From an optimization exercise on the open Yosys and OpenROAD flow, aimed at small area; shortcuts taken in it are not production practice.
Function was checked by simulation only, so behaviour that the tests miss may differ from the original.
No driver is modelled on the clock port, so clocking that relies on it looks cheaper here than on a real chip.
No activity file was given, so power comes from the tool's default toggle rates.

File: design/flow/design.v
module timer_top(
	input CLOCK_50,
	input rst,
	input [1:0] KEY,
	output [6:0] SEG,
	output [3:0] POS
);
reg [1:0] prevKey;
reg run;
reg [7:0] tc;                 
reg [3:0] d0, d1, d2, d3;     
reg hi;                       
reg pc;                       
reg pt;                       
reg [2:0] sc;                 
reg [2:0] slot;               
reg [3:0] segCode;            
wire clr = KEY[0] & ~prevKey[0];
wire tog = KEY[1] & ~prevKey[1];
wire tick = run & tc[7] & tc[6] & tc[3];
wire [7:0] tcT = {&tc[6:0], &tc[5:0], &tc[4:0], &tc[3:0], &tc[2:0], &tc[1:0], tc[0], 1'b1} & {8{run}};
wire tcZ = rst | tick;
wire term = sc[2] & ~sc[1];
wire load = term & (slot[2] | slot[1] | ~slot[0]);
wire [3:0] pos = {~slot[2] & slot[0], ~slot[2] & ~slot[0], slot[2] & ~slot[1], slot[1] & ~slot[0]};
wire [3:0] dig = ({4{pos[0]}} & d0) | ({4{pos[1]}} & d1) | ({4{pos[2]}} & d2) | ({4{pos[3]}} & d3);
wire lc = load & pc;
wire e0 = load & pt & ~pc;
wire e1 = e0 & d0[3] & d0[0];
wire e2 = e1 & d1[3] & d1[0];
wire e3 = e2 & d2[3] & d2[0];
wire e4 = e3 & d3[3] & d3[0];
wire wrap = e0 & hi & d3[2] & d3[1] & d2[1] & d2[0] & d1[3] & d0[1] & d0[0];
wire z = rst | lc | wrap;
function [3:0] bcdNext(input [3:0] d, input en);
	bcdNext = {(en & d[0]) ? (d[1] & d[2]) : d[3],
	           d[2] ^ (en & d[0] & d[1]),
	           d[1] ^ (en & d[0] & ~d[3]),
	           d[0] ^ en};
endfunction
always @(posedge CLOCK_50)
begin
	prevKey <= rst ? 2'b11 : KEY;
	run <= ~rst & (tog ? ~run : (run & ~clr));
	tc <= tcZ ? 8'd0 : tc ^ tcT;
	d0 <= z ? {3'd0, ~rst & lc & pt} : bcdNext(d0, e0);
	d1 <= z ? 4'd0 : bcdNext(d1, e1);
	d2 <= z ? 4'd0 : bcdNext(d2, e2);
	d3 <= z ? 4'd0 : bcdNext(d3, e3);
	hi <= ~z & (hi | e4);
	pc <= ~rst & (clr | (pc & ~load));
	pt <= ~rst & ~clr & (tick | (pt & ~load));
	sc <= rst ? 3'b000 : {sc[1], sc[0], ~(sc[2] | sc[1])};
	slot <= rst ? 3'b111 : term ? {slot[1], slot[0], ~(slot[2] | slot[1])} : slot;
	segCode <= {4{rst}} | ({4{run}} & dig);
end
wire [3:0] c = segCode;
assign SEG[0] = (~c[3] & ~c[2] & ~c[1] & c[0]) | (c[3] & c[2]) | (c[2] & ~c[1] & ~c[0]);
assign SEG[1] = ~((~c[3] & c[1] & c[0]) | ~c[2] | (~c[1] & ~c[0]));
assign SEG[2] = (c[3] & c[2]) | (~c[2] & c[1] & ~c[0]);
assign SEG[3] = (~c[3] & ~c[2] & ~c[1] & c[0]) | (c[2] & ~c[1] & ~c[0]) | (c[2] & c[1] & c[0]);
assign SEG[4] = (c[2] & ~c[1]) | c[0];
assign SEG[5] = (~c[3] & ~c[2] & c[0]) | (~c[2] & c[1]) | (c[1] & c[0]);
assign SEG[6] = (~c[3] & ~c[2] & ~c[1]) | (c[2] & c[1] & c[0]);
assign POS = pos;
endmodule
File: design/flow/flow/run.sh
#!/bin/bash
# Standard ORFS layout, with these changes:
#  - synthesis maps the logic with an area-oriented ABC script (flow/area.abc) and
#    without the adder extraction step; everything else in synthesis (and so every
#    register) is as standard.sh synth makes it
#  - ports are buffered with the smallest buffer
set -euo pipefail
W=$PWD
rm -rf "$W/myscripts"
cp -r "$FLOW_HOME/scripts" "$W/myscripts"
cp "$W/flow/area.abc" "$W/myscripts/abc_area.script"
bash "$W/standard.sh" "SCRIPTS_DIR=$W/myscripts" "ADDER_MAP_FILE=" synth > "$W/synth.log" 2>&1
bash "$W/standard.sh" "BUFFER_PORTS_ARGS=-buffer_cell sky130_fd_sc_hd__buf_1" finish > "$W/layout.log" 2>&1
File: design/flow/flow/area.abc
strash
dc2
dch -f
amap
strash
dc2
dch -f
amap
File: design/flow/standard.sh
#!/bin/bash
# synth_recipe.tcl (not shown) runs the flow's synth.tcl, then flattens the netlist and writes it again
# the make line also repeats each setting of config.mk as NAME=value (left out here)
make -C /OpenROAD-flow-scripts/flow DESIGN_CONFIG=/design/flow/config.mk WORK_HOME=/design/flow/orfs CLKGATE_MAP_FILE= SYNTH_SCRIPT=/design/flow/synth_recipe.tcl "${@:-finish}"
File: design/flow/config.mk
export PLATFORM = sky130hd
export DESIGN_NAME = timer_top
export DESIGN_NICKNAME = timer_top
export VERILOG_FILES = /design/flow/design.v
export SDC_FILE = /design/flow/constraint.sdc
export NUM_CORES = 4
export LEC_CHECK = 0
export ABC_AREA = 1
export CAP_MARGIN = 20
export CORE_MARGIN = 2
export CORE_UTILIZATION = 40
export CTS_BUF_LIST = sky130_fd_sc_hd__clkbuf_4
export CTS_CLUSTER_DIAMETER = 100
export CTS_CLUSTER_SIZE = 30
export SLEW_MARGIN = 20
File: design/flow/constraint.sdc
create_clock -name core_clock -period 36.0 [get_ports {CLOCK_50}]
set_input_delay 7.2000 -clock core_clock [delete_from_list [all_inputs] [get_ports {CLOCK_50}]]
set_output_delay 7.2000 -clock core_clock [all_outputs]
set_load 0.01 [all_outputs]
==> flow_metrics.env, run 1 <==
export IMPL_clk_latency_ns=0.34
export IMPL_r2r_start="slot[1]"
export IMPL_synth_avg_cell_area_sq_um=8.29
export IMPL_maxCapViolCount=0
export IMPL_syn_nets=191
export IMPL_viasPerCell=5.41
export IMPL_synth_seq_cells=40
export IMPL_holdBufCountCts=0
export IMPL_ant_nets=0
export IMPL_place_congestion=0.843
export IMPL_cellLeakagePower_nw=0.593
export IMPL_yosysTopAreaCell="dfxtp_1"
export IMPL_p_per_area_nw_per_um2=42.4
export IMPL_slew_violations=0
export IMPL_clk_pin_slew_ns=0.11
export IMPL_total_power_uw=72.7
export IMPL_synth_edf_count=0
export IMPL_r2r_end="d3[3]"
export IMPL_start_kind="flop"
export IMPL_synthToLayoutAreaGrowth_pct=10.5
export IMPL_die_w_um=66.3
export IMPL_synth_cell_area_sq_um=1550
export IMPL_cts_tree="built"
export IMPL_htreeDepth=2
export IMPL_max_freq_mhz=113
export IMPL_crit_chain="clkinv_1 > o21ai_0 > o21ai_0 > o21ai_0 > buf_1"
export IMPL_timing_hold_ws_ns=0.429
export IMPL_stdcell_count=256
export IMPL_grt_remaining_overflow=0
export IMPL_drt_drc_violations_left=0
export IMPL_place_hpwl_um=2480
export IMPL_synthCells=187
export IMPL_grt_total_usage=0.173
export IMPL_path_buf_inv=2
export IMPL_synth_flop_cell="dfxtp_1"
export IMPL_hold_class="flop to flop"
export IMPL_cpPeakStageDelay_ns=0.39
export IMPL_fillers=385
export IMPL_async_flop_share=0
export IMPL_crit_slowest_cell="dfxtp_1"
export IMPL_synth_most_common_cell="dfxtp_1"
export IMPL_outcome="no timing/DRC/antenna violations"
export IMPL_fin_crit_sh=0.246
export IMPL_crit_type="flop to output pin"
export IMPL_rsz0062_at_grt="false"
export IMPL_cts_resized=0
export IMPL_die_area_sq_um=4390
export IMPL_clkSinkCount=40
export IMPL_cp_max_fo=6
export IMPL_synth_seq_area_share=0.517
export IMPL_core_area_sq_um=3690
export IMPL_fin_crit_ns=8.85
export IMPL_antenna_cells=0
export IMPL_finalHoldViolCount=0
export IMPL_maxSlewHeadroom=0.637
export IMPL_die_h_um=66.3
export IMPL_initial_core_util=0.420
export IMPL_r2r_cells=13
export IMPL_cp_data_required_time_ns=28.80
export IMPL_reg2reg_slack_ns=33.35
export IMPL_synth_top_cell_area_share=0.517
export IMPL_drtIter0Drc=90
export IMPL_clockRootBuffer="clkbuf_4"
export IMPL_finalClockSkew_ns=0.0100
export IMPL_grt_pass1_vias=1347
export IMPL_cp_startpoint="segCode[2]"
export IMPL_dp_cells=249
export IMPL_rows=22
export IMPL_cp_endpoint="SEG[0]"
export IMPL_ios=15
export IMPL_end_kind="output pin"
export IMPL_pre_cts_ws_ns=27.36
export IMPL_worst_slew_pin_slew_ns=0.544
export IMPL_grt_max_degree=17
export IMPL_vias=1384
export IMPL_synth_area_leaders="dfxtp_1, nor2_1, a21oi_1"
export IMPL_ys_types=30
export IMPL_worstPathArrival_ns=1.65
export IMPL_final_nets=212
export IMPL_cts_setup_buffers=0
export IMPL_drt_pass1_iter_count=4
export IMPL_grt_first_pass_wirelength_um=5750
export IMPL_synth_warnings=1
export IMPL_cts_buffers=5
export IMPL_antenna_found_initial=0
export IMPL_setup_viol=0
export IMPL_ctsLongestPathBuffers=2
export IMPL_detail_route_wl_per_cell_um=12.7
export IMPL_synthTopCellsByCount="dfxtp_1, nor2_1, clkinv_1"
export IMPL_ir_drop_v=0.0000209
export IMPL_setup_tns_ns=0
export IMPL_path_common_cell="o21ai_0"
export IMPL_layout_drive_gt1_share=0.0337
export IMPL_worst_slack_ns=27.15
export IMPL_portBuffers=14
export IMPL_routed_wl_um=3260
export IMPL_crit_cells=5
export IMPL_cp_top_family="compound AO/OA/AOI/OAI gates"
==> layer usage <==
layer  share of wire  global-route usage  vias to the layer above
met5               0                   0                        -
li1                -                   -                      708
met2            0.50               0.300                       31
met3           0.036              0.0528                        5
met4           0.014              0.0740                        0
met1            0.45               0.193                      640
==> cell families after synthesis <==
| logic type | Yosys count | share of synthesized area |
|---|---|---|
| buffers and inverters | 20 | 0.0484 |
| AOI/OAI and AO/OA | 46 | 0.192 |
| and+or+nand+nor | 81 | 0.243 |
| DFF | 40 | 0.517 |
==> flip-flops by register name, summed over array words and instances, names as in the netlist <==
register  flops
d0            4
segCode       4
sc            3
d1            4
tc            8
d2            4
prevKey       2
pt            1
run           1
d3            4
pc            1
hi            1
slot          3
==> worst min-delay path by stage <==
stage | startpoint | end | slack, ns | cells after the start
floorplan | sc[2] | sc[0] | 0.39 | 1
global placement | sc[2] | sc[0] | 0.40 | 1
detailed placement | sc[2] | sc[0] | 0.41 | 1
CTS | sc[2] | sc[0] | 0.43 | 1
global route | sc[2] | sc[0] | 0.45 | 1
finish | sc[2] | sc[0] | 0.43 | 1
==> placed cells by master (no fill, tap or decap), types with 5 or more instances in the layout <==
cell type,Yosys,final
o21ai_0,10,10
clkbuf_4,0,5
nand2_1,10,10
buf_1,0,14
clkinv_1,20,20
nor3_1,17,17
dfxtp_1,40,40
a21oi_1,17,17
and3_1,7,7
nor2_1,33,33
==> report_power, final <==
group	leakage [nW]	total, mW	switching [mW]	internal [mW]
Sequential	0.325	0.0463	0.000917	0.0454
Clock	0.0271	0.0209	0.0138	0.00713
Combinational	0.241	0.00541	0.00356	0.00185
==> through the flow <==
stage,cell area [sq um],util
floorplan,1550,-
finish,1710,0.464
global route,1710,0.464
detailed placement,1660,0.451
CTS,1710,0.464
global placement,1660,0.451
==> final cells by class <==
type,instances,area [sq um],share of cell area
clock inverter,2,12.5,0.00730
tap,48,60.1,0.0351
timing repair buffer,14,52.6,0.0307
multi-input combinational,127,674,0.394
clock buffer,5,37.5,0.0219
sequential,40,801,0.467
inverter,20,75.1,0.0438
==> inputs of run 2 (changes only) <==
--- a/design/flow/config.mk
+++ b/design/flow/config.mk
@@ -11,5 +11,5 @@
 export CORE_UTILIZATION = 40
-export CTS_BUF_LIST = sky130_fd_sc_hd__clkbuf_4
-export CTS_CLUSTER_DIAMETER = 100
-export CTS_CLUSTER_SIZE = 30
+export CTS_BUF_LIST = sky130_fd_sc_hd__clkbuf_8
+export CTS_CLUSTER_DIAMETER = 500
+export CTS_CLUSTER_SIZE = 50
 export SLEW_MARGIN = 20
==> run 2 against run 1 <==
Largest cell class unchanged. Register-to-register slack is essentially flat. Total power up 9.6%. Sequential power about the same. Synthesized cell count unchanged. Area after synthesis unchanged. Cell count did not move.
==> flow_metrics.env, run 2 <==
export IMPL_outcome="no timing/DRC/antenna violations"
export IMPL_vias=1377
export IMPL_final_nets=212
export IMPL_die_area_sq_um=4390
export IMPL_place_hpwl_um=2480
export IMPL_ff_latch_area_sq_um=801
export IMPL_initial_core_util=0.420
export IMPL_antenna_cells=0
export IMPL_synth_top_cell_area_share=0.517
export IMPL_fin_crit_ns=8.78
export IMPL_clk_latency_ns=0.28
export IMPL_worstPathArrival_ns=1.58
export IMPL_fillers=381
export IMPL_synth_seq_cells=40
export IMPL_top_register="tc"
export IMPL_end_kind="output pin"
export IMPL_ant_nets=0
export IMPL_cts_buffers=5
export IMPL_rows=22
export IMPL_synthToLayoutAreaGrowth_pct=12.5
export IMPL_p_per_area_nw_per_um2=45.7
export IMPL_grt_max_degree=17
export IMPL_setup_tns_ns=0
export IMPL_largest_reg_flops=8
export IMPL_syn_nets=191
export IMPL_holdBufCountCts=0
export IMPL_place_congestion=0.843
export IMPL_synth_cell_area_sq_um=1550
export IMPL_viasPerCell=5.38
export IMPL_timing_hold_ws_ns=0.422
export IMPL_crit_type="flop to output pin"
export IMPL_synth_compound_area_frac=0.192
export IMPL_synth_avg_cell_area_sq_um=8.29
export IMPL_async_flop_share=0
export IMPL_clk_pin_slew_ns=0.08
export IMPL_drt_drc_violations_left=0
export IMPL_multi_input_area_sq_um=674
export IMPL_synthAdderAreaFrac=0
export IMPL_htreeDepth=2
export IMPL_ios=15
export IMPL_yosysTopAreaCell="dfxtp_1"
export IMPL_drt_pass1_iter_count=5
export IMPL_fin_crit_sh=0.244
export IMPL_final_common_cell="dfxtp_1"
export IMPL_cts_setup_buffers=0
export IMPL_setup_viol=0
export IMPL_cp_max_fo=6
export IMPL_synth_top_family_by_area="simple AND/OR/NAND/NOR gates"
export IMPL_worst_slew_pin_slew_ns=0.534
export IMPL_grt_first_pass_wirelength_um=5800
export IMPL_rsz0062_at_grt="false"
export IMPL_synth_seq_area_share=0.517
export IMPL_clockRootBuffer="clkbuf_8"
export IMPL_antenna_found_initial=0
export IMPL_ctsLongestPathBuffers=2
export IMPL_synthCells=187
export IMPL_synth_warnings=1
export IMPL_routed_wl_um=3260
export IMPL_total_power_uw=79.7
export IMPL_layout_drive_gt1_share=0.0337
export IMPL_synth_edf_count=0
export IMPL_synth_area_leaders="dfxtp_1, nor2_1, a21oi_1"
export IMPL_synth_flop_cell="dfxtp_1"
export IMPL_core_area_sq_um=3690
export IMPL_grt_total_usage=0.177
export IMPL_cp_data_required_time_ns=28.80
export IMPL_synth_most_common_cell="dfxtp_1"
export IMPL_finalClockSkew_ns=0.00449
export IMPL_synth_simple_area_share=0.243
export IMPL_clkSinkCount=40
export IMPL_drtIter0Drc=74
export IMPL_die_h_um=66.3
export IMPL_cts_resized=0
export IMPL_maxCapViolCount=0
export IMPL_layout_cells_most_common_list="dfxtp_1, nor2_1, clkinv_1"
export IMPL_start_kind="flop"
export IMPL_hold_class="flop to flop"
export IMPL_finalHoldViolCount=0
export IMPL_portBuffers=14
export IMPL_slew_violations=0
export IMPL_maxSlewHeadroom=0.644
export IMPL_max_freq_mhz=114
export IMPL_cellLeakagePower_nw=0.606
export IMPL_grt_pass1_vias=1356
export IMPL_synthTopCellsByCount="dfxtp_1, nor2_1, clkinv_1"
export IMPL_cts_tree="built"
export IMPL_grt_remaining_overflow=0
export IMPL_die_w_um=66.3
export IMPL_synthXorXnorAreaFrac=0
export IMPL_ys_types=30
export IMPL_ir_drop_v=0.0000243
export IMPL_synthMuxAreaShare=0
export IMPL_detail_route_wl_per_cell_um=12.8
run 2: area by class of cell:
cell class	instances	area share
Timing Repair Buffer	14	0.0301
Multi-Input combinational cell	127	0.387
Clock inverter	2	0.00717
Clock buffer	5	0.0395
Inverter	20	0.0430
Sequential cell	40	0.459
Tap cell	48	0.0344
run 2: power breakdown:
group          internal [mW]  switching, mW
Clock                 0.0131         0.0149
Sequential            0.0454       0.000912
Combinational        0.00185        0.00355
Total                 0.0603         0.0193
run 2: path summary, 6_finish.rpt:
path | startpoint | end | slack, ns | depth (start not counted)
worst max-delay path | segCode[2] | SEG[0] | 27.22 | 5
worst max register to register | slot[1] | d3[3] | 33.36 | 13
worst min register to register | sc[2] | sc[0] | 0.42 | 1
worst min-delay path | sc[2] | sc[0] | 0.42 | 1
run 2: layer usage:
metal	vias to the layer above	routed length, um	GRT usage
li1	709	-	-
met1	635	1490	0.191
met2	28	1600	0.305
met3	5	117	0.0528
met4	0	63	0.0969
met5	-	0	0
run 2: cells by family (layout without fill, tap and decap cells):
family                 count (synthesis)  count (layout)
AO/OA/AOI/OAI                         46              46
buffers and inverters                 20              41
flip-flops                            40              40
AND/OR/NAND/NOR                       81              81
run 2: worst max-delay path, cell delays in order (launching register included):
cell and delay, ns:
dfxtp_1 0.38, clkinv_1 0.16, o21ai_0 0.27, o21ai_0 0.17, o21ai_0 0.12, buf_1 0.18
run 2: metrics by stage:
stage               setup WS [ns]  instance area (sq um)  utilization  std cells
finish                      27.22                   1740        0.473        256
global route                27.09                   1740        0.473        256
floorplan                   27.67                   1550            -        187
CTS                         27.26                   1740        0.473        256
global placement            27.46                   1660        0.451        249
detailed placement          27.36                   1660        0.451        249
==> inputs of run 3 (changes only) <==
--- a/design/flow/flow/run.sh
+++ b/design/flow/flow/run.sh
@@ -12,2 +12,2 @@
 bash "$W/standard.sh" "SCRIPTS_DIR=$W/myscripts" "ADDER_MAP_FILE=" synth > "$W/synth.log" 2>&1
-bash "$W/standard.sh" "BUFFER_PORTS_ARGS=-buffer_cell sky130_fd_sc_hd__buf_1" finish > "$W/layout.log" 2>&1
+bash "$W/standard.sh" "BUFFER_PORTS_ARGS=-buffer_cell sky130_fd_sc_hd__buf_1" "CTS_ARGS=-sink_clustering_enable -repair_clock_nets -root_buf sky130_fd_sc_hd__clkbuf_8 -buf_list sky130_fd_sc_hd__clkbuf_8 -sink_clustering_size 50 -sink_clustering_max_diameter 500 -dont_use_dummy_load" finish > "$W/layout.log" 2>&1
--- a/design/flow/config.mk
+++ b/design/flow/config.mk
@@ -11,5 +11,2 @@
 export CORE_UTILIZATION = 40
-export CTS_BUF_LIST = sky130_fd_sc_hd__clkbuf_8
-export CTS_CLUSTER_DIAMETER = 500
-export CTS_CLUSTER_SIZE = 50
 export SLEW_MARGIN = 20
==> run 3 against run 2 <==
Still clean. Sequential share of layout area grew 0.33 points. Cell count shrank 0.78%. Via count grew 0.44%. Wire length shrank 0.31%. Fmax is essentially flat. Largest power group unchanged. First-iteration DRC count grew 4.1%. Critical endpoint unchanged.
==> flow_metrics.env, run 3 <==
export IMPL_synth_most_common_cell="dfxtp_1"
export IMPL_htreeDepth=2
export IMPL_synth_avg_cell_area_sq_um=8.29
export IMPL_place_congestion=0.843
export IMPL_synth_seq_area_share=0.517
export IMPL_cts_tree="built"
export IMPL_viasPerCell=5.44
export IMPL_die_h_um=66.3
export IMPL_final_common_cell="dfxtp_1"
export IMPL_place_hpwl_um=2480
export IMPL_multi_input_area_sq_um=674
export IMPL_setup_viol=0
export IMPL_synth_warnings=1
export IMPL_cts_resized=0
export IMPL_start_kind="flop"
export IMPL_drt_drc_violations_left=0
export IMPL_worst_slew_pin_slew_ns=0.541
export IMPL_cp_data_required_time_ns=28.80
export IMPL_antenna_cells=0
export IMPL_core_area_sq_um=3690
export IMPL_cts_setup_buffers=0
export IMPL_rsz0062_at_grt="false"
export IMPL_synth_cell_area_sq_um=1550
export IMPL_ys_types=30
export IMPL_crit_type="flop to output pin"
export IMPL_total_power_uw=77.5
export IMPL_async_flop_share=0
export IMPL_finalHoldViolCount=0
export IMPL_synthTopCellsByCount="dfxtp_1, nor2_1, clkinv_1"
export IMPL_die_w_um=66.3
export IMPL_ant_nets=0
export IMPL_p_per_area_nw_per_um2=44.8
export IMPL_synth_top_cell_area_share=0.517
export IMPL_routed_wl_um=3250
export IMPL_synthCells=187
export IMPL_synthXorXnorAreaFrac=0
export IMPL_grt_pass1_vias=1350
export IMPL_synthToLayoutAreaGrowth_pct=11.7
export IMPL_antenna_found_initial=0
export IMPL_min_path_cells=1
export IMPL_clk_latency_ns=0.28
export IMPL_end_kind="output pin"
export IMPL_detail_route_wl_per_cell_um=12.8
export IMPL_slew_violations=0
export IMPL_final_nets=212
export IMPL_clkSinkCount=40
export IMPL_ctsLongestPathBuffers=2
export IMPL_holdPathEnd="sc[0]"
export IMPL_placed_area_sq_um=1660
export IMPL_clockRootBuffer="clkbuf_8"
export IMPL_cp_max_fo=6
export IMPL_ff_latch_area_sq_um=801
export IMPL_dp_cells=249
export IMPL_portBuffers=14
export IMPL_largest_reg_flops=8
export IMPL_outcome="no timing/DRC/antenna violations"
export IMPL_fin_crit_ns=8.77
export IMPL_vias=1383
export IMPL_clk_pin_slew_ns=0.08
export IMPL_initial_core_util=0.420
export IMPL_grt_total_usage=0.176
export IMPL_ios=15
export IMPL_grt_max_degree=17
export IMPL_grt_remaining_overflow=0
export IMPL_reg2reg_slack_ns=33.37
export IMPL_rows=22
export IMPL_synth_area_leaders="dfxtp_1, nor2_1, a21oi_1"
export IMPL_synthAdderAreaFrac=0
export IMPL_setup_tns_ns=0
export IMPL_die_area_sq_um=4390
export IMPL_drtIter0Drc=77
export IMPL_post_route_util=0.469
export IMPL_ir_drop_v=0.0000217
export IMPL_layout_cells_most_common_list="dfxtp_1, nor2_1, clkinv_1"
export IMPL_drt_pass1_iter_count=4
export IMPL_r2r_cells=13
export IMPL_stdcell_count=254
export IMPL_max_freq_mhz=114
export IMPL_r2r_start="slot[1]"
export IMPL_top_register="tc"
export IMPL_cellLeakagePower_nw=0.602
export IMPL_synth_flop_cell="dfxtp_1"
export IMPL_holdBufCountCts=0
export IMPL_finalClockSkew_ns=0.0183
export IMPL_synthMuxAreaShare=0
export IMPL_r2r_end="d3[3]"
export IMPL_synth_simple_area_share=0.243
export IMPL_synth_top_family_by_area="simple AND/OR/NAND/NOR gates"
export IMPL_synth_edf_count=0
export IMPL_maxSlewHeadroom=0.639
export IMPL_cts_buffers=5
export IMPL_fillers=381
export IMPL_min_delay_start="sc[2]"
export IMPL_maxCapViolCount=0
export IMPL_synth_compound_area_frac=0.192
export IMPL_synth_seq_cells=40
export IMPL_syn_nets=191
export IMPL_design_area_sq_um=1730
export IMPL_grt_first_pass_wirelength_um=5790
export IMPL_yosysTopAreaCell="dfxtp_1"
export IMPL_layout_drive_gt1_share=0.0243
export IMPL_hold_class="flop to flop"
export IMPL_fin_crit_sh=0.244
export IMPL_worstPathArrival_ns=1.57
==> run 3: cell types whose count changed in the layout (fill, tap and decap cells not counted) <==
cell,change
clkinvlp_4,-1
clkinv_2,-1
==> run 3: through the flow <==
| step | hold WS [ns] | setup slack [ns] |
|---|---|---|
| after detailed placement | 0.410 | 27.36 |
| after floorplan | 0.391 | 27.67 |
| final | 0.422 | 27.23 |
| after CTS | 0.425 | 27.26 |
| after global routing | 0.443 | 27.09 |
| after global placement | 0.403 | 27.46 |
==> run 3: kinds of logic after synthesis <==
family / count (synthesis)
flops: 40
simple gates: 81
buf+inv: 20
compound gates: 46
==> run 3: worst max path at each step <==
stage	startpoint	end	slack (ns)	cells past startpoint
finish	segCode[2]	SEG[0]	27.23	5
global route	segCode[2]	SEG[3]	27.09	5
CTS	segCode[2]	SEG[0]	27.26	5
detailed placement	rst	d3[1]	27.36	5
global placement	rst	d2[1]	27.46	5
floorplan	segCode[2]	SEG[0]	27.67	4
==> run 3: cell type report <==
class	count	area share
Timing Repair Buffer	14	0.0303
Sequential cell	40	0.462
Multi-Input combinational cell	127	0.389
Clock buffer	5	0.0397
Tap cell	48	0.0347
Inverter	20	0.0434
==> run 3: routing by layer <==
layer / up-vias / track usage / share of wire / routed length (um)
li1: 706 / - / - / -
met1: 638 / 0.191 / 0.45 / 1450
met2: 34 / 0.304 / 0.49 / 1600
met3: 5 / 0.0528 / 0.042 / 137
met4: 0 / 0.0969 / 0.019 / 63
met5: - / 0 / 0 / 0
==> run 3: report_power, final <==
| part | total, mW | internal [mW] | leakage [nW] | switching, mW |
|---|---|---|---|---|
| Combinational | 0.00541 | 0.00185 | 0.241 | 0.00356 |
| Sequential | 0.0463 | 0.0454 | 0.325 | 0.000912 |
| Clock | 0.0258 | 0.0125 | 0.0359 | 0.0133 |
| Total | 0.0775 | 0.0597 | 0.602 | 0.0178 |
==> run 3: critical path, cell delays in order (launching register included) <==
cell and delay, ns:
dfxtp_1 0.38, clkinv_1 0.16, o21ai_0 0.27, o21ai_0 0.17, o21ai_0 0.12, buf_1 0.18
==> inputs of run 4 (changes only) <==
--- a/design/flow/flow/run.sh
+++ b/design/flow/flow/run.sh
@@ -12,2 +12,2 @@
 bash "$W/standard.sh" "SCRIPTS_DIR=$W/myscripts" "ADDER_MAP_FILE=" synth > "$W/synth.log" 2>&1
-bash "$W/standard.sh" "BUFFER_PORTS_ARGS=-buffer_cell sky130_fd_sc_hd__buf_1" "CTS_ARGS=-sink_clustering_enable -repair_clock_nets -root_buf sky130_fd_sc_hd__clkbuf_8 -buf_list sky130_fd_sc_hd__clkbuf_8 -sink_clustering_size 50 -sink_clustering_max_diameter 500 -dont_use_dummy_load" finish > "$W/layout.log" 2>&1
+bash "$W/standard.sh" "BUFFER_PORTS_ARGS=-buffer_cell sky130_fd_sc_hd__buf_1" "CTS_ARGS=-repair_clock_nets -root_buf sky130_fd_sc_hd__clkbuf_8 -tree_buf sky130_fd_sc_hd__clkbuf_8 -buf_list sky130_fd_sc_hd__clkbuf_8 -distance_between_buffers 500 -dont_use_dummy_load" finish > "$W/layout.log" 2>&1
==> run 4 against run 3 <==
Total power is the same. Register-to-register slack is essentially flat. Non-clock buffer count is the same. Synthesized cell count is the same. Cell count is the same. Critical path type unchanged. Sequential share of layout area is the same. Design area is the same. Fmax is the same. First-iteration DRC count is the same. Combinational power is essentially flat. Highest routed layer unchanged.
==> flow_metrics.env, run 4 <==
export IMPL_core_area_sq_um=3690
export IMPL_final_nets=212
export IMPL_finalHoldViolCount=0
export IMPL_end_kind="output pin"
export IMPL_detail_route_wl_per_cell_um=12.8
export IMPL_reg2reg_slack_ns=33.37
export IMPL_largest_reg_flops=8
export IMPL_slew_violations=0
export IMPL_vias=1383
export IMPL_synth_area_leaders="dfxtp_1, nor2_1, a21oi_1"
export IMPL_viasPerCell=5.44
export IMPL_synth_seq_area_share=0.517
export IMPL_place_hpwl_um=2480
export IMPL_synth_seq_cells=40
export IMPL_yosysTopAreaCell="dfxtp_1"
export IMPL_r2r_end="d3[3]"
export IMPL_layout_cells_most_common_list="dfxtp_1, nor2_1, clkinv_1"
export IMPL_p_per_area_nw_per_um2=44.8
export IMPL_synth_flop_cell="dfxtp_1"
export IMPL_cts_resized=0
export IMPL_die_h_um=66.3
export IMPL_cp_data_required_time_ns=28.80
export IMPL_final_common_cell="dfxtp_1"
export IMPL_cellLeakagePower_nw=0.602
export IMPL_drt_drc_violations_left=0
export IMPL_grt_total_usage=0.176
export IMPL_synth_warnings=1
export IMPL_place_congestion=0.843
export IMPL_portBuffers=14
export IMPL_synth_edf_count=0
export IMPL_syn_nets=191
export IMPL_worst_slack_ns=27.23
export IMPL_synth_top_cell_area_share=0.517
export IMPL_worst_slew_pin_slew_ns=0.541
export IMPL_setup_tns_ns=0
export IMPL_setup_viol=0
export IMPL_outcome="no timing/DRC/antenna violations"
export IMPL_htreeDepth=2
export IMPL_die_w_um=66.3
export IMPL_clk_latency_ns=0.28
export IMPL_grt_first_pass_wirelength_um=5790
export IMPL_rows=22
export IMPL_cp_startpoint="segCode[2]"
export IMPL_synthCells=187
export IMPL_ios=15
export IMPL_grt_pass1_vias=1350
export IMPL_clockRootBuffer="clkbuf_8"
export IMPL_timing_hold_ws_ns=0.422
export IMPL_pre_cts_ws_ns=27.36
export IMPL_drt_pass1_iter_count=4
export IMPL_antenna_found_initial=0
export IMPL_routed_wl_um=3250
export IMPL_r2r_start="slot[1]"
export IMPL_worstPathArrival_ns=1.57
export IMPL_placed_area_sq_um=1660
export IMPL_grt_remaining_overflow=0
export IMPL_cts_tree="built"
export IMPL_synthToLayoutAreaGrowth_pct=11.7
export IMPL_cts_buffers=5
export IMPL_maxCapViolCount=0
export IMPL_fin_crit_ns=8.77
export IMPL_min_path_cells=1
export IMPL_synthTopCellsByCount="dfxtp_1, nor2_1, clkinv_1"
export IMPL_initial_core_util=0.420
export IMPL_clk_pin_slew_ns=0.08
export IMPL_clkSinkCount=40
export IMPL_drtIter0Drc=77
export IMPL_cts_setup_buffers=0
export IMPL_ir_drop_v=0.0000217
export IMPL_synth_most_common_cell="dfxtp_1"
export IMPL_top_register="tc"
export IMPL_crit_type="flop to output pin"
export IMPL_ctsLongestPathBuffers=2
export IMPL_post_route_util=0.469
export IMPL_ant_nets=0
export IMPL_antenna_cells=0
export IMPL_synth_avg_cell_area_sq_um=8.29
export IMPL_max_freq_mhz=114
export IMPL_fin_crit_sh=0.244
export IMPL_hold_class="flop to flop"
export IMPL_rsz0062_at_grt="false"
export IMPL_cp_endpoint="SEG[0]"
export IMPL_die_area_sq_um=4390
export IMPL_finalClockSkew_ns=0.0183
export IMPL_holdBufCountCts=0
export IMPL_design_area_sq_um=1730
export IMPL_synth_cell_area_sq_um=1550
export IMPL_async_flop_share=0
export IMPL_grt_max_degree=17
export IMPL_ys_types=30
export IMPL_r2r_cells=13
export IMPL_maxSlewHeadroom=0.639
export IMPL_start_kind="flop"
export IMPL_cp_max_fo=6
export IMPL_layout_drive_gt1_share=0.0243
## run 4: cell counts in the layout (fill, tap and decap cells not counted)
No cell type changed its count.
## run 4: worst min-delay path by stage
stage,start,end,slack [ns]
floorplan,sc[2],sc[0],0.39
global placement,sc[2],sc[0],0.40
detailed placement,sc[2],sc[0],0.41
CTS,sc[2],sc[0],0.42
global route,sc[2],sc[0],0.44
finish,sc[2],sc[0],0.42
## run 4: worst max-delay path, stage by stage (launching register included)
cell,delay [ns]
dfxtp_1,0.38
clkinv_1,0.16
o21ai_0,0.27
o21ai_0,0.17
o21ai_0,0.12
buf_1,0.18
## run 4: routing by layer
metal  global-route usage  part of all wire  up-vias
li1                     -                 -      706
met1                0.191              0.45      638
met2                0.304              0.49       34
met3               0.0528             0.042        5
met4               0.0969             0.019        0
met5                    0                 0        -
## run 4: area by class of cell
class | instances | area (sq um)
Inverter | 20 | 75.1
Sequential cell | 40 | 801
Clock buffer | 5 | 68.8
Fill cell | 381 | 1960
Timing Repair Buffer | 14 | 52.6
Tap cell | 48 | 60.1
Multi-Input combinational cell | 127 | 674
## run 4: power by group
group / total (mW) / internal (mW) / switching (mW)
sequential: 0.0463 / 0.0454 / 0.000912
clock: 0.0258 / 0.0125 / 0.0133
combinational: 0.00541 / 0.00185 / 0.00356
total: 0.0775 / 0.0597 / 0.0178
## run 4: cell families (layout without fill, tap and decap cells)
family                 count (synthesis)  count (layout)  synth area share
flip-flops                            40              40             0.517
buffers and inverters                 20              39            0.0484
AO/OA/AOI/OAI                         46              46             0.192
AND/OR/NAND/NOR                       81              81             0.243
## run 4: stage by stage
| stage | power, mW | cells |
|---|---|---|
| finish | 0.0775 | 254 |
| global route | 0.0816 | 254 |
| CTS | 0.0786 | 254 |
| global placement | 0.0524 | 249 |
| detailed placement | 0.0527 | 249 |
| floorplan | 0.0508 | 187 |
==> inputs of run 5 (changes only) <==
--- a/design/flow/flow/run.sh
+++ b/design/flow/flow/run.sh
@@ -12,2 +12,2 @@
 bash "$W/standard.sh" "SCRIPTS_DIR=$W/myscripts" "ADDER_MAP_FILE=" synth > "$W/synth.log" 2>&1
-bash "$W/standard.sh" "BUFFER_PORTS_ARGS=-buffer_cell sky130_fd_sc_hd__buf_1" "CTS_ARGS=-repair_clock_nets -root_buf sky130_fd_sc_hd__clkbuf_8 -tree_buf sky130_fd_sc_hd__clkbuf_8 -buf_list sky130_fd_sc_hd__clkbuf_8 -distance_between_buffers 500 -dont_use_dummy_load" finish > "$W/layout.log" 2>&1
+bash "$W/standard.sh" "BUFFER_PORTS_ARGS=-buffer_cell sky130_fd_sc_hd__buf_1" "CTS_ARGS=-repair_clock_nets -root_buf sky130_fd_sc_hd__clkbuf_4 -buf_list sky130_fd_sc_hd__clkbuf_8 -dont_use_dummy_load" finish > "$W/layout.log" 2>&1
==> run 5 against run 4 <==
Highest routed layer unchanged. Design area shrank 1.8%. Clock-buffer cell count is the same. Die area stayed put. Fmax shrank 0.82%. Combinational power hardly changed.
==> flow_metrics.env, run 5 <==
export IMPL_cts_setup_buffers=0
export IMPL_synth_seq_cells=40
export IMPL_layout_drive_gt1_share=0.0243
export IMPL_path_common_cell="o21ai_0"
export IMPL_max_freq_mhz=113
export IMPL_worst_slack_ns=27.16
export IMPL_multi_input_area_sq_um=674
export IMPL_rsz0062_at_grt="false"
export IMPL_fin_crit_ns=8.84
export IMPL_outcome="no timing/DRC/antenna violations"
export IMPL_ios=15
export IMPL_fillers=386
export IMPL_largest_reg_flops=8
export IMPL_place_congestion=0.843
export IMPL_top_register="tc"
export IMPL_ff_latch_area_sq_um=801
export IMPL_initial_core_util=0.420
export IMPL_worstPathArrival_ns=1.64
export IMPL_finalClockSkew_ns=0.0291
export IMPL_min_path_cells=1
export IMPL_maxCapViolCount=0
export IMPL_async_flop_share=0
export IMPL_syn_nets=191
export IMPL_grt_max_degree=17
export IMPL_crit_cells=5
export IMPL_clkSinkCount=40
export IMPL_antenna_cells=0
export IMPL_clk_latency_ns=0.34
export IMPL_synth_avg_cell_area_sq_um=8.29
export IMPL_portBuffers=14
export IMPL_cp_startpoint="segCode[2]"
export IMPL_r2r_cells=13
export IMPL_die_area_sq_um=4390
export IMPL_vias=1369
export IMPL_path_buf_inv=2
export IMPL_synth_seq_area_share=0.517
export IMPL_fin_crit_sh=0.246
export IMPL_viasPerCell=5.39
export IMPL_synth_edf_count=0
export IMPL_ctsLongestPathBuffers=2
export IMPL_min_delay_start="sc[2]"
export IMPL_pre_cts_ws_ns=27.36
export IMPL_synth_most_common_cell="dfxtp_1"
export IMPL_cp_top_family="compound AO/OA/AOI/OAI gates"
export IMPL_clockRootBuffer="clkbuf_4"
export IMPL_routed_wl_um=3260
export IMPL_drtIter0Drc=95
export IMPL_core_area_sq_um=3690
export IMPL_synth_flop_cell="dfxtp_1"
export IMPL_grt_remaining_overflow=0
export IMPL_ant_nets=0
export IMPL_p_per_area_nw_per_um2=41.6
export IMPL_holdBufCountCts=0
export IMPL_cpPeakStageDelay_ns=0.39
export IMPL_setup_tns_ns=0
export IMPL_rows=22
export IMPL_final_nets=212
export IMPL_drt_drc_violations_left=0
export IMPL_clk_pin_slew_ns=0.12
export IMPL_cts_buffers=5
export IMPL_hold_class="flop to flop"
export IMPL_post_route_util=0.461
export IMPL_synthToLayoutAreaGrowth_pct=9.69
export IMPL_drt_pass1_iter_count=4
export IMPL_grt_total_usage=0.173
export IMPL_synth_top_cell_area_share=0.517
export IMPL_synthCells=187
export IMPL_ir_drop_v=0.0000208
export IMPL_synth_warnings=1
export IMPL_cellLeakagePower_nw=0.589
export IMPL_timing_hold_ws_ns=0.429
export IMPL_final_common_cell="dfxtp_1"
export IMPL_grt_first_pass_wirelength_um=5750
export IMPL_crit_slowest_cell="dfxtp_1"
export IMPL_place_hpwl_um=2480
export IMPL_yosysTopAreaCell="dfxtp_1"
export IMPL_worst_slew_pin_slew_ns=0.546
export IMPL_cts_resized=0
export IMPL_crit_type="flop to output pin"
export IMPL_maxSlewHeadroom=0.636
export IMPL_htreeDepth=2
export IMPL_end_kind="output pin"
export IMPL_slew_violations=0
export IMPL_cp_max_fo=6
export IMPL_antenna_found_initial=0
export IMPL_ys_types=30
export IMPL_synth_cell_area_sq_um=1550
export IMPL_die_h_um=66.3
export IMPL_detail_route_wl_per_cell_um=12.8
export IMPL_crit_chain="clkinv_1 > o21ai_0 > o21ai_0 > o21ai_0 > buf_1"
export IMPL_start_kind="flop"
export IMPL_cts_tree="built"
export IMPL_cp_data_required_time_ns=28.80
export IMPL_synth_area_leaders="dfxtp_1, nor2_1, a21oi_1"
export IMPL_synthTopCellsByCount="dfxtp_1, nor2_1, clkinv_1"
export IMPL_finalHoldViolCount=0
export IMPL_grt_pass1_vias=1347
export IMPL_setup_viol=0
export IMPL_layout_cells_most_common_list="dfxtp_1, nor2_1, clkinv_1"
export IMPL_die_w_um=66.3
export IMPL_r2r_start="slot[1]"
run 5: final timing paths:
kind	endpoint	slack (ns)
setup / recovery	SEG[0]	27.16
hold / removal	sc[0]	0.43
setup reg to reg	d3[3]	33.33
hold reg to reg	sc[0]	0.43
run 5: kinds of logic after synthesis:
kind of cell | share of synthesized area
AND/OR/NAND/NOR | 0.243
AO/OA/AOI/OAI | 0.192
flip-flops | 0.517
buffers and inverters | 0.0484
run 5: per-layer routing:
layer,vias to the layer above,part of all wire,GRT usage
met2,27,0.51,0.300
met4,0,0.0052,0.0740
met1,634,0.44,0.193
li1,706,-,-
met5,-,0,0
met3,2,0.041,0.0528
run 5: cell type report:
class / instances / share of cell area
sequential: 40 / 0.471
inverter: 20 / 0.0442
clock buffer: 5 / 0.0221
multi-input combinational: 127 / 0.397
tap: 48 / 0.0353
timing repair buffer: 14 / 0.0309
run 5: power by group:
group          leakage [nW]  internal [mW]  switching, mW
Sequential            0.325         0.0454       0.000918
Clock                0.0230        0.00654         0.0125
Combinational         0.241        0.00185        0.00356
Total                 0.589         0.0538         0.0170
run 5: metrics by stage:
stage | total power [mW] | cells | instance area, sq um
after global placement | 0.0524 | 249 | 1660
final | 0.0707 | 254 | 1700
after CTS | 0.0720 | 254 | 1700
after floorplan | 0.0508 | 187 | 1550
after global routing | 0.0747 | 254 | 1700
after detailed placement | 0.0527 | 249 | 1660
==> inputs of run 6 (changes only) <==
--- a/design/flow/flow/run.sh
+++ b/design/flow/flow/run.sh
@@ -12,2 +12,2 @@
 bash "$W/standard.sh" "SCRIPTS_DIR=$W/myscripts" "ADDER_MAP_FILE=" synth > "$W/synth.log" 2>&1
-bash "$W/standard.sh" "BUFFER_PORTS_ARGS=-buffer_cell sky130_fd_sc_hd__buf_1" "CTS_ARGS=-repair_clock_nets -root_buf sky130_fd_sc_hd__clkbuf_4 -buf_list sky130_fd_sc_hd__clkbuf_8 -dont_use_dummy_load" finish > "$W/layout.log" 2>&1
+bash "$W/standard.sh" "BUFFER_PORTS_ARGS=-buffer_cell sky130_fd_sc_hd__buf_1" "CTS_ARGS=-repair_clock_nets -sink_clustering_enable -sink_clustering_size 40 -sink_clustering_max_diameter 1000 -sink_clustering_levels 1 -root_buf sky130_fd_sc_hd__clkbuf_8 -buf_list sky130_fd_sc_hd__clkbuf_8 -dont_use_dummy_load" finish > "$W/layout.log" 2>&1
==> run 6 against run 5 <==
Synthesized cell count stayed put. Still clean on timing, DRC and antenna. Via count increased by 1.0%. Critical path depth stayed put. Area after synthesis did not move. Sequential share of layout area shrank 0.85 points. Register-to-register slack better by 0.04 ns. Critical path type unchanged. Wire length shrank 0.21%. Setup slack improved by 0.073 ns. Combinational power about the same. Highest routed layer unchanged. Die area unchanged.
==> flow_metrics.env, run 6 <==
export IMPL_clk_latency_ns=0.28
export IMPL_synth_flop_cell="dfxtp_1"
export IMPL_grt_total_usage=0.176
export IMPL_worst_slew_pin_slew_ns=0.541
export IMPL_final_nets=212
export IMPL_clockRootBuffer="clkbuf_8"
export IMPL_slew_violations=0
export IMPL_synth_avg_cell_area_sq_um=8.29
export IMPL_drtIter0Drc=77
export IMPL_place_hpwl_um=2480
export IMPL_cts_tree="built"
export IMPL_grt_first_pass_wirelength_um=5790
export IMPL_outcome="no timing/DRC/antenna violations"
export IMPL_syn_nets=191
export IMPL_clkSinkCount=40
export IMPL_synth_top_cell_area_share=0.517
export IMPL_setup_tns_ns=0
export IMPL_routed_wl_um=3250
export IMPL_die_h_um=66.3
export IMPL_cp_data_required_time_ns=28.80
export IMPL_finalClockSkew_ns=0.0183
export IMPL_layout_cells_most_common_list="dfxtp_1, nor2_1, clkinv_1"
export IMPL_die_w_um=66.3
export IMPL_final_common_cell="dfxtp_1"
export IMPL_detail_route_wl_per_cell_um=12.8
export IMPL_synth_area_leaders="dfxtp_1, nor2_1, a21oi_1"
export IMPL_synthCells=187
export IMPL_grt_pass1_vias=1350
export IMPL_cp_max_fo=6
export IMPL_cellLeakagePower_nw=0.602
export IMPL_fin_crit_sh=0.244
export IMPL_maxSlewHeadroom=0.639
export IMPL_worstPathArrival_ns=1.57
export IMPL_cts_resized=0
export IMPL_vias=1383
export IMPL_fin_crit_ns=8.77
export IMPL_ir_drop_v=0.0000217
export IMPL_setup_viol=0
export IMPL_finalHoldViolCount=0
export IMPL_cts_setup_buffers=0
export IMPL_clk_pin_slew_ns=0.08
export IMPL_core_area_sq_um=3690
export IMPL_p_per_area_nw_per_um2=44.8
export IMPL_start_kind="flop"
export IMPL_synthTopCellsByCount="dfxtp_1, nor2_1, clkinv_1"
export IMPL_layout_drive_gt1_share=0.0243
export IMPL_synth_seq_cells=40
export IMPL_async_flop_share=0
export IMPL_antenna_found_initial=0
export IMPL_drt_pass1_iter_count=4
export IMPL_holdBufCountCts=0
export IMPL_place_congestion=0.843
export IMPL_max_freq_mhz=114
export IMPL_ant_nets=0
export IMPL_portBuffers=14
export IMPL_initial_core_util=0.420
export IMPL_synth_most_common_cell="dfxtp_1"
export IMPL_synth_seq_area_share=0.517
export IMPL_total_power_uw=77.5
export IMPL_ys_types=30
export IMPL_end_kind="output pin"
export IMPL_drt_drc_violations_left=0
export IMPL_ctsLongestPathBuffers=2
export IMPL_crit_type="flop to output pin"
export IMPL_synthToLayoutAreaGrowth_pct=11.7
export IMPL_hold_class="flop to flop"
export IMPL_synth_warnings=1
export IMPL_grt_max_degree=17
export IMPL_htreeDepth=2
export IMPL_cts_buffers=5
export IMPL_antenna_cells=0
export IMPL_rsz0062_at_grt="false"
export IMPL_post_route_util=0.469
export IMPL_maxCapViolCount=0
export IMPL_synth_edf_count=0
export IMPL_yosysTopAreaCell="dfxtp_1"
export IMPL_largest_reg_flops=8
export IMPL_rows=22
export IMPL_synth_cell_area_sq_um=1550
export IMPL_grt_remaining_overflow=0
export IMPL_top_register="tc"
export IMPL_die_area_sq_um=4390
export IMPL_viasPerCell=5.44
export IMPL_ios=15
[run 6: cell counts after synthesis]
No cell type changed its count.
[run 6: final timing paths]
kind                            cells past startpoint      to  slack [ns]  startpoint
worst max-delay path                                5  SEG[0]       27.23  segCode[2]
worst max register to register                     13   d3[3]       33.37     slot[1]
worst min register to register                      1   sc[0]        0.42       sc[2]
worst min-delay path                                1   sc[0]        0.42       sc[2]
[run 6: area by class of cell]
class                      count  area [sq um]
tap                           48          60.1
inverter                      20          75.1
multi-input combinational    127           674
timing repair buffer          14          52.6
fill                         381          1960
clock buffer                   5          68.8
sequential                    40           801
[run 6: per-stage QoR]
stage | setup slack [ns] | cells | hold slack (ns) | cell area, sq um
global placement | 27.46 | 249 | 0.403 | 1660
detailed placement | 27.36 | 249 | 0.410 | 1660
finish | 27.23 | 254 | 0.422 | 1730
floorplan | 27.67 | 187 | 0.391 | 1550
CTS | 27.26 | 254 | 0.425 | 1730
global route | 27.09 | 254 | 0.443 | 1730
[run 6: power breakdown]
group / internal (mW) / leakage (nW) / switching, mW
sequential: 0.0454 / 0.325 / 0.000912
clock: 0.0125 / 0.0359 / 0.0133
combinational: 0.00185 / 0.241 / 0.00356
total: 0.0597 / 0.602 / 0.0178
[run 6: per-layer routing]
metal / up-vias / global-route usage / routed length [um]
met2: 34 / 0.304 / 1600
met5: - / 0 / 0
met1: 638 / 0.191 / 1450
met3: 5 / 0.0528 / 137
met4: 0 / 0.0969 / 63
li1: 706 / - / -
[run 6: kinds of logic (layout without fill, tap and decap cells)]
kind of cell / Yosys count / count (layout) / share of synthesized area
buffers and inverters: 20 / 39 / 0.0484
DFF: 40 / 40 / 0.517
AOI/OAI and AO/OA: 46 / 46 / 0.192
and+or+nand+nor: 81 / 81 / 0.243
[run 6: critical path: stages (launching register included)]
cell,delay [ns]
dfxtp_1,0.38
clkinv_1,0.16
o21ai_0,0.27
o21ai_0,0.17
o21ai_0,0.12
buf_1,0.18
==> inputs of run 7 (changes only) <==
==> design/flow/flow/run.sh (replaced) <==
#!/bin/bash
# Standard ORFS layout, with these changes:
#  - synthesis maps the logic with an area-oriented ABC script (flow/area.abc) and
#    without the adder extraction step; everything else in synthesis (and so every
#    register) is as standard.sh synth makes it
#  - ports are buffered with the smallest buffer
#  - the clock tree is a single clock buffer that drives every register (flow/cts.tcl)
set -euo pipefail
W=$PWD
rm -rf "$W/myscripts"
cp -r "$FLOW_HOME/scripts" "$W/myscripts"
cp "$W/flow/area.abc" "$W/myscripts/abc_area.script"
cp "$W/flow/cts.tcl" "$W/myscripts/cts.tcl"
bash "$W/standard.sh" "SCRIPTS_DIR=$W/myscripts" "ADDER_MAP_FILE=" synth > "$W/synth.log" 2>&1
bash "$W/standard.sh" "SCRIPTS_DIR=$W/myscripts" "BUFFER_PORTS_ARGS=-buffer_cell sky130_fd_sc_hd__buf_1" \
  "CLOCK_BUFFER_CELL=sky130_fd_sc_hd__clkbuf_8" finish > "$W/layout.log" 2>&1
==> design/flow/flow/cts.tcl (new file) <==
utl::set_metrics_stage "cts__{}"
source $::env(SCRIPTS_DIR)/load.tcl
source $::env(SCRIPTS_DIR)/lec_check.tcl
erase_non_stage_variables cts
load_design 3_place.odb 3_place.sdc
source_step_tcl PRE CTS

# Clone clock tree inverters next to register loads
# so cts does not try to buffer the inverted clocks.
repair_clock_inverters

proc save_progress { stage } {
  puts "Run 'make gui_$stage.odb' to load progress snapshot"
  orfs_write_db $::env(RESULTS_DIR)/$stage.odb
  orfs_write_sdc $::env(RESULTS_DIR)/$stage.sdc
}

# Run CTS
set cts_args [list \
  -sink_clustering_enable \
  -repair_clock_nets]

append_env_var cts_args CTS_BUF_DISTANCE -distance_between_buffers 1
append_env_var cts_args CTS_CLUSTER_SIZE -sink_clustering_size 1
append_env_var cts_args CTS_CLUSTER_DIAMETER -sink_clustering_max_diameter 1
append_env_var cts_args CTS_BUF_LIST -buf_list 1
append_env_var cts_args CTS_LIB_NAME -library 1


if { [env_var_exists_and_non_empty CTS_ARGS] } {
  set cts_args $::env(CTS_ARGS)
}

set_dont_use $::env(DONT_USE_CELLS)

# The clock tree: one clock buffer, placed at the centre of the registers,
# drives every register's clock pin (in place of clock_tree_synthesis).
set block [ord::get_db_block]
set dbu [$block getDbUnitsPerMicron]
set clk_port [lindex [get_ports -of_objects [get_clocks]] 0]
set clk_net_name [get_full_name [get_nets -of_objects $clk_port]]
set sx 0.0
set sy 0.0
set n 0
foreach inst [$block getInsts] {
  if {[[$inst getMaster] isSequential]} {
    set bb [$inst getBBox]
    set sx [expr {$sx + ([$bb xMin] + [$bb xMax]) / 2.0}]
    set sy [expr {$sy + ([$bb yMin] + [$bb yMax]) / 2.0}]
    incr n
  }
}
set cx [expr {$sx / $n / $dbu}]
set cy [expr {$sy / $n / $dbu}]
log_cmd insert_buffer -buffer_cell $::env(CLOCK_BUFFER_CELL) -net $clk_net_name \
  -location [list $cx $cy] -buffer_name clkbuf_root -net_name clknet_root
set_propagated_clock [all_clocks]

utl::push_metrics_stage "cts__{}__pre_repair_timing"
log_cmd estimate_parasitics -placement
if { $::env(DETAILED_METRICS) } {
  report_metrics 4 "cts pre-repair-timing"
}
utl::pop_metrics_stage

set_placement_padding -global \
  -left $::env(CELL_PAD_IN_SITES_DETAIL_PLACEMENT) \
  -right $::env(CELL_PAD_IN_SITES_DETAIL_PLACEMENT)

set result [catch { detailed_placement } msg]
if { $result != 0 } {
  save_progress 4_1_error
  error "Detailed placement failed in CTS: $msg"
}

log_cmd estimate_parasitics -placement

if { $::env(CTS_SNAPSHOTS) } {
  save_progress 4_1_pre_repair_hold_setup
}

if { !$::env(SKIP_CTS_REPAIR_TIMING) } {
  if { $::env(EQUIVALENCE_CHECK) } {
    write_eqy_verilog 4_before_rsz.v
  }
  if { $::env(LEC_CHECK) } {
    write_lec_verilog 4_before_rsz_lec.v
  }

  repair_timing_helper

  if { $::env(EQUIVALENCE_CHECK) } {
    run_equivalence_test
  }
  if { $::env(LEC_CHECK) } {
    write_lec_verilog 4_after_rsz_lec.v
    run_lec_test 4_rsz 4_before_rsz_lec.v 4_after_rsz_lec.v
  }

  set result [catch { detailed_placement } msg]
  if { $result != 0 } {
    save_progress 4_1_error
    error "Detailed placement failed in CTS: $msg"
  }

  check_placement -verbose
}

report_metrics 4 "cts final"

source_step_tcl POST CTS

orfs_write_db $::env(RESULTS_DIR)/4_1_cts.odb
orfs_write_sdc $::env(RESULTS_DIR)/4_cts.sdc
==> run 7 against run 6 <==
The run now fails in clock tree synthesis. Synthesized cell count did not move. Area after synthesis did not move.
==> flow_metrics.env, run 7 <==
export IMPL_synth_seq_cells=40
export IMPL_yosysTopAreaCell="dfxtp_1"
export IMPL_synth_warnings=1
export IMPL_synthTopCellsByCount="dfxtp_1, nor2_1, clkinv_1"
export IMPL_initial_core_util=0.420
export IMPL_synth_top_cell_area_share=0.517
export IMPL_placed_area_sq_um=1660
export IMPL_dp_cells=249
export IMPL_synth_edf_count=0
export IMPL_die_h_um=66.3
export IMPL_portBuffers=14
export IMPL_synth_most_common_cell="dfxtp_1"
export IMPL_rows=22
export IMPL_place_congestion=0.843
export IMPL_syn_nets=191
export IMPL_ios=15
export IMPL_place_hpwl_um=2480
export IMPL_outcome="aborted with a tool error"
export IMPL_ys_types=30
export IMPL_synth_seq_area_share=0.517
export IMPL_tool_error="[ERROR STA-2204] get_property  is not an object."
export IMPL_synthCells=187
export IMPL_synth_flop_cell="dfxtp_1"
export IMPL_synth_avg_cell_area_sq_um=8.29
export IMPL_async_flop_share=0
export IMPL_haltStage="clock tree synthesis"
export IMPL_die_w_um=66.3
export IMPL_synth_cell_area_sq_um=1550
export IMPL_synth_area_leaders="dfxtp_1, nor2_1, a21oi_1"
==> run 7: cell counts after synthesis <==
No cell type changed its count.
==> run 7: per-stage QoR <==
step | worst slack, ns | utilization | hold slack, ns | power, mW
after floorplan | 27.67 | - | 0.391 | 0.0508
after global placement | 27.46 | 0.451 | 0.403 | 0.0524
after detailed placement | 27.36 | 0.451 | 0.410 | 0.0527
==> run 7: how the worst max path moves through the flow <==
stage                     slack, ns  endpoint  cells past startpoint  startpoint
after detailed placement      27.36     d3[1]                      5         rst
after floorplan               27.67    SEG[0]                      4  segCode[2]
after global placement        27.46     d2[1]                      5         rst
==> run 7: kinds of logic after synthesis <==
group / Yosys count / share of synthesized area
and+or+nand+nor: 81 / 0.243
AOI/OAI and AO/OA: 46 / 0.192
buffers and inverters: 20 / 0.0484
DFF: 40 / 0.517
==> run 7: power groups by stage <==
stage | registers, mW | clock network, mW | logic [mW]
after floorplan | 0.0471 | 0 | 0.00368
after global placement | 0.0472 | 0 | 0.00515
after detailed placement | 0.0473 | 0 | 0.00542
==> inputs of run 8 (changes only) <==
--- a/design/flow/flow/run.sh
+++ b/design/flow/flow/run.sh
@@ -15,2 +15,2 @@
 bash "$W/standard.sh" "SCRIPTS_DIR=$W/myscripts" "BUFFER_PORTS_ARGS=-buffer_cell sky130_fd_sc_hd__buf_1" \
-  "CLOCK_BUFFER_CELL=sky130_fd_sc_hd__clkbuf_8" finish > "$W/layout.log" 2>&1
+  "CLOCK_BUFFER_CELL=sky130_fd_sc_hd__clkbuf_16" finish > "$W/layout.log" 2>&1
==> run 8 against run 7 <==
The flow again stops in clock tree synthesis. Synthesized cell count is the same. Area after synthesis unchanged.
==> flow_metrics.env, run 8 <==
export IMPL_synth_seq_area_share=0.517
export IMPL_synth_top_cell_area_share=0.517
export IMPL_async_flop_share=0
export IMPL_synth_edf_count=0
export IMPL_outcome="aborted with a tool error"
export IMPL_synth_cell_area_sq_um=1550
export IMPL_synth_seq_cells=40
export IMPL_initial_core_util=0.420
export IMPL_synth_top_family_by_area="simple AND/OR/NAND/NOR gates"
export IMPL_synth_compound_area_frac=0.192
export IMPL_synthCells=187
export IMPL_syn_nets=191
export IMPL_synth_warnings=1
export IMPL_synth_area_leaders="dfxtp_1, nor2_1, a21oi_1"
export IMPL_place_hpwl_um=2480
export IMPL_synthTopCellsByCount="dfxtp_1, nor2_1, clkinv_1"
export IMPL_haltStage="clock tree synthesis"
export IMPL_synth_most_common_cell="dfxtp_1"
export IMPL_ios=15
export IMPL_synthXorXnorAreaFrac=0
export IMPL_rows=22
export IMPL_ys_types=30
export IMPL_yosysTopAreaCell="dfxtp_1"
export IMPL_synth_simple_area_share=0.243
export IMPL_synth_flop_cell="dfxtp_1"
export IMPL_tool_error="[ERROR STA-2204] get_property  is not an object."
export IMPL_synth_avg_cell_area_sq_um=8.29
export IMPL_die_h_um=66.3
export IMPL_synthAdderAreaFrac=0
export IMPL_place_congestion=0.843
export IMPL_synthMuxAreaShare=0
export IMPL_portBuffers=14
export IMPL_die_w_um=66.3
[run 8: cell counts after synthesis]
No cell type changed its count.
[run 8: cells by family after synthesis]
family / Yosys count
AO/OA/AOI/OAI: 46
buffers and inverters: 20
flip-flops: 40
AND/OR/NAND/NOR: 81
[run 8: worst max-delay path by stage]
stage,cells after the start,end,slack (ns),startpoint
after floorplan,4,SEG[0],27.67,segCode[2]
after detailed placement,5,d3[1],27.36,rst
after global placement,5,d2[1],27.46,rst
[run 8: metrics by stage]
stage	std cells	hold slack, ns	area, sq um	setup WS (ns)	util
floorplan	187	0.391	1550	27.67	-
global placement	249	0.403	1660	27.46	0.451
detailed placement	249	0.410	1660	27.36	0.451
[run 8: power by group through the flow]
stage	logic [mW]	clock network (mW)	registers (mW)
3_5_place_dp	0.00542	0	0.0473
2_1_floorplan	0.00368	0	0.0471
3_3_place_gp	0.00515	0	0.0472
==> inputs of run 9 (changes only) <==
--- a/design/flow/flow/run.sh
+++ b/design/flow/flow/run.sh
@@ -15,2 +15,2 @@
 bash "$W/standard.sh" "SCRIPTS_DIR=$W/myscripts" "BUFFER_PORTS_ARGS=-buffer_cell sky130_fd_sc_hd__buf_1" \
-  "CLOCK_BUFFER_CELL=sky130_fd_sc_hd__clkbuf_16" finish > "$W/layout.log" 2>&1
+  "CLOCK_BUFFER_CELL=sky130_fd_sc_hd__buf_4" "CLOCK_BUFFER_COUNT=3" finish > "$W/layout.log" 2>&1
--- a/design/flow/flow/cts.tcl
+++ b/design/flow/flow/cts.tcl
@@ -35,11 +35,10 @@
 
-# The clock tree: one clock buffer, placed at the centre of the registers,
-# drives every register's clock pin (in place of clock_tree_synthesis).
+# The clock tree: CLOCK_BUFFER_COUNT clock buffers, each placed at the centre
+# of its share of the registers (split by position), drive every register's
+# clock pin (in place of clock_tree_synthesis).
 set block [ord::get_db_block]
 set dbu [$block getDbUnitsPerMicron]
-set clk_port [lindex [get_ports -of_objects [get_clocks]] 0]
-set clk_net_name [get_full_name [get_nets -of_objects $clk_port]]
-set sx 0.0
-set sy 0.0
-set n 0
+set clk_src [get_full_name [lindex [get_property [lindex [all_clocks] 0] sources] 0]]
+set clk_net_name [[[$block findBTerm $clk_src] getNet] getName]
+set sinks {}
 foreach inst [$block getInsts] {
@@ -47,11 +46,56 @@
     set bb [$inst getBBox]
-    set sx [expr {$sx + ([$bb xMin] + [$bb xMax]) / 2.0}]
-    set sy [expr {$sy + ([$bb yMin] + [$bb yMax]) / 2.0}]
-    incr n
+    lappend sinks [list [expr {([$bb xMin] + [$bb xMax]) / 2.0}] [expr {([$bb yMin] + [$bb yMax]) / 2.0}] [$inst getName]]
   }
 }
-set cx [expr {$sx / $n / $dbu}]
-set cy [expr {$sy / $n / $dbu}]
-log_cmd insert_buffer -buffer_cell $::env(CLOCK_BUFFER_CELL) -net $clk_net_name \
-  -location [list $cx $cy] -buffer_name clkbuf_root -net_name clknet_root
+set nbuf $::env(CLOCK_BUFFER_COUNT)
+# start from strips of equal size across x, then refine by k-means
+set sinks [lsort -real -index 0 $sinks]
+set per [expr {int(ceil(double([llength $sinks]) / $nbuf))}]
+set assign {}
+set i 0
+foreach s $sinks { lappend assign [expr {min($nbuf - 1, $i / $per)}]; incr i }
+for {set it 0} {$it < 20} {incr it} {
+  set cxs {}
+  set cys {}
+  for {set g 0} {$g < $nbuf} {incr g} {
+    set sx 0.0
+    set sy 0.0
+    set n 0
+    foreach s $sinks a $assign {
+      if {$a == $g} {
+        set sx [expr {$sx + [lindex $s 0]}]
+        set sy [expr {$sy + [lindex $s 1]}]
+        incr n
+      }
+    }
+    if {$n == 0} { set n 1 }
+    lappend cxs [expr {$sx / $n}]
+    lappend cys [expr {$sy / $n}]
+  }
+  set assign {}
+  foreach s $sinks {
+    set best 0
+    set bd 1e30
+    for {set g 0} {$g < $nbuf} {incr g} {
+      set d [expr {abs([lindex $s 0] - [lindex $cxs $g]) + abs([lindex $s 1] - [lindex $cys $g])}]
+      if {$d < $bd} { set bd $d; set best $g }
+    }
+    lappend assign $best
+  }
+}
+for {set g 0} {$g < $nbuf} {incr g} {
+  set pins {}
+  foreach s $sinks a $assign {
+    if {$a != $g} continue
+    foreach p [get_pins -of_objects [get_cells [lindex $s 2]]] {
+      if {[get_property $p is_clock]} { lappend pins $p }
+    }
+  }
+  if {[llength $pins] == 0} continue
+  puts "clock buffer $g drives [llength $pins] registers"
+  set cx [expr {[lindex $cxs $g] / $dbu}]
+  set cy [expr {[lindex $cys $g] / $dbu}]
+  log_cmd insert_buffer -buffer_cell $::env(CLOCK_BUFFER_CELL) -net $clk_net_name \\
+    -load_pins $pins -location [list $cx $cy] -buffer_name clkbuf_$g -net_name clknet_$g
+}
 set_propagated_clock [all_clocks]
==> run 9 against run 8 <==
The run again fails in clock tree synthesis. Synthesized cell count unchanged. Area after synthesis unchanged.
==> flow_metrics.env, run 9 <==
export IMPL_outcome="aborted with a tool error"
export IMPL_die_w_um=66.3
export IMPL_synth_area_leaders="dfxtp_1, nor2_1, a21oi_1"
export IMPL_haltStage="clock tree synthesis"
export IMPL_synth_top_family_by_area="simple AND/OR/NAND/NOR gates"
export IMPL_synth_warnings=1
export IMPL_synth_seq_area_share=0.517
export IMPL_synthCells=187
export IMPL_synth_most_common_cell="dfxtp_1"
export IMPL_portBuffers=14
export IMPL_synthAdderAreaFrac=0
export IMPL_ys_types=30
export IMPL_pre_cts_ws_ns=27.36
export IMPL_initial_core_util=0.420
export IMPL_tool_error="Error: cts.tcl, 100 invalid command name \"-load_pins\""
export IMPL_syn_nets=191
export IMPL_synth_avg_cell_area_sq_um=8.29
export IMPL_synthMuxAreaShare=0
export IMPL_die_h_um=66.3
export IMPL_rows=22
export IMPL_synthTopCellsByCount="dfxtp_1, nor2_1, clkinv_1"
export IMPL_synth_edf_count=0
export IMPL_placed_area_sq_um=1660
export IMPL_dp_cells=249
export IMPL_place_congestion=0.843
export IMPL_synth_top_cell_area_share=0.517
export IMPL_yosysTopAreaCell="dfxtp_1"
export IMPL_place_hpwl_um=2480
export IMPL_ios=15
export IMPL_async_flop_share=0
export IMPL_synth_simple_area_share=0.243
export IMPL_synth_flop_cell="dfxtp_1"
export IMPL_synth_seq_cells=40
export IMPL_synth_compound_area_frac=0.192
export IMPL_synthXorXnorAreaFrac=0
export IMPL_synth_cell_area_sq_um=1550
-- run 9: cell counts after synthesis --
No cell type changed its count.
-- run 9: logic make-up after synthesis --
family	Yosys count
AOI/OAI and AO/OA	46
buffers and inverters	20
and+or+nand+nor	81
DFF	40
-- run 9: worst max path at each step --
stage,start,end,slack (ns),depth (start not counted)
after floorplan,segCode[2],SEG[0],27.67,4
after global placement,rst,d2[1],27.46,5
after detailed placement,rst,d3[1],27.36,5
-- run 9: metrics by stage --
| stage | util | hold WS [ns] |
|---|---|---|
| floorplan | - | 0.391 |
| global placement | 0.451 | 0.403 |
| detailed placement | 0.451 | 0.410 |
-- run 9: power groups by stage --
stage	Clock (mW)	Sequential (mW)	Combinational, mW
detailed placement	0	0.0473	0.00542
floorplan	0	0.0471	0.00368
global placement	0	0.0472	0.00515

## port drivers added, routing unchanged
The results above use ideal ports. As a check the final layouts listed here were re-extracted and re-timed, cells and wires unchanged.
Step 1 (the two cells are an assumption about what drives the block):
set clk [get_ports {CLOCK_50}]
set_driving_cell -lib_cell sky130_fd_sc_hd__clkbuf_16 $clk
set_driving_cell -lib_cell sky130_fd_sc_hd__buf_2 [delete_from_list [all_inputs] $clk]
Step 2 also shifts input and output timing later by t, the mid clock arrival at the registers, as if the neighbouring blocks saw the same clock.
Slacks: ideal / step 1 / step 2; pairs: ideal / step 1.
run | t (ns) | slack for setup (ns) | worst hold slack (ns) | worst setup path after step 2 | worst data-port slew with drivers (ns)
run 1 | 0.354 | 27.154 / 27.132 / 27.395 | 0.429 / 0.429 / 0.429 | input to register | 0.03
run 2 | 0.310 | 27.224 / 27.196 / 27.395 | 0.422 / 0.422 / 0.422 | input to register | 0.03
run 3 | 0.303 | 27.228 / 27.200 / 27.383 | 0.422 / 0.422 / 0.422 | input to register | 0.03
run 4 | 0.303 | 27.228 / 27.200 / 27.383 | 0.422 / 0.422 / 0.422 | input to register | 0.03
run 5 | 0.345 | 27.155 / 27.133 / 27.386 | 0.429 / 0.429 / 0.429 | input to register | 0.03
run 6 | 0.303 | 27.228 / 27.200 / 27.383 | 0.422 / 0.422 / 0.422 | input to register | 0.03
After both steps every run listed still meets setup and hold.
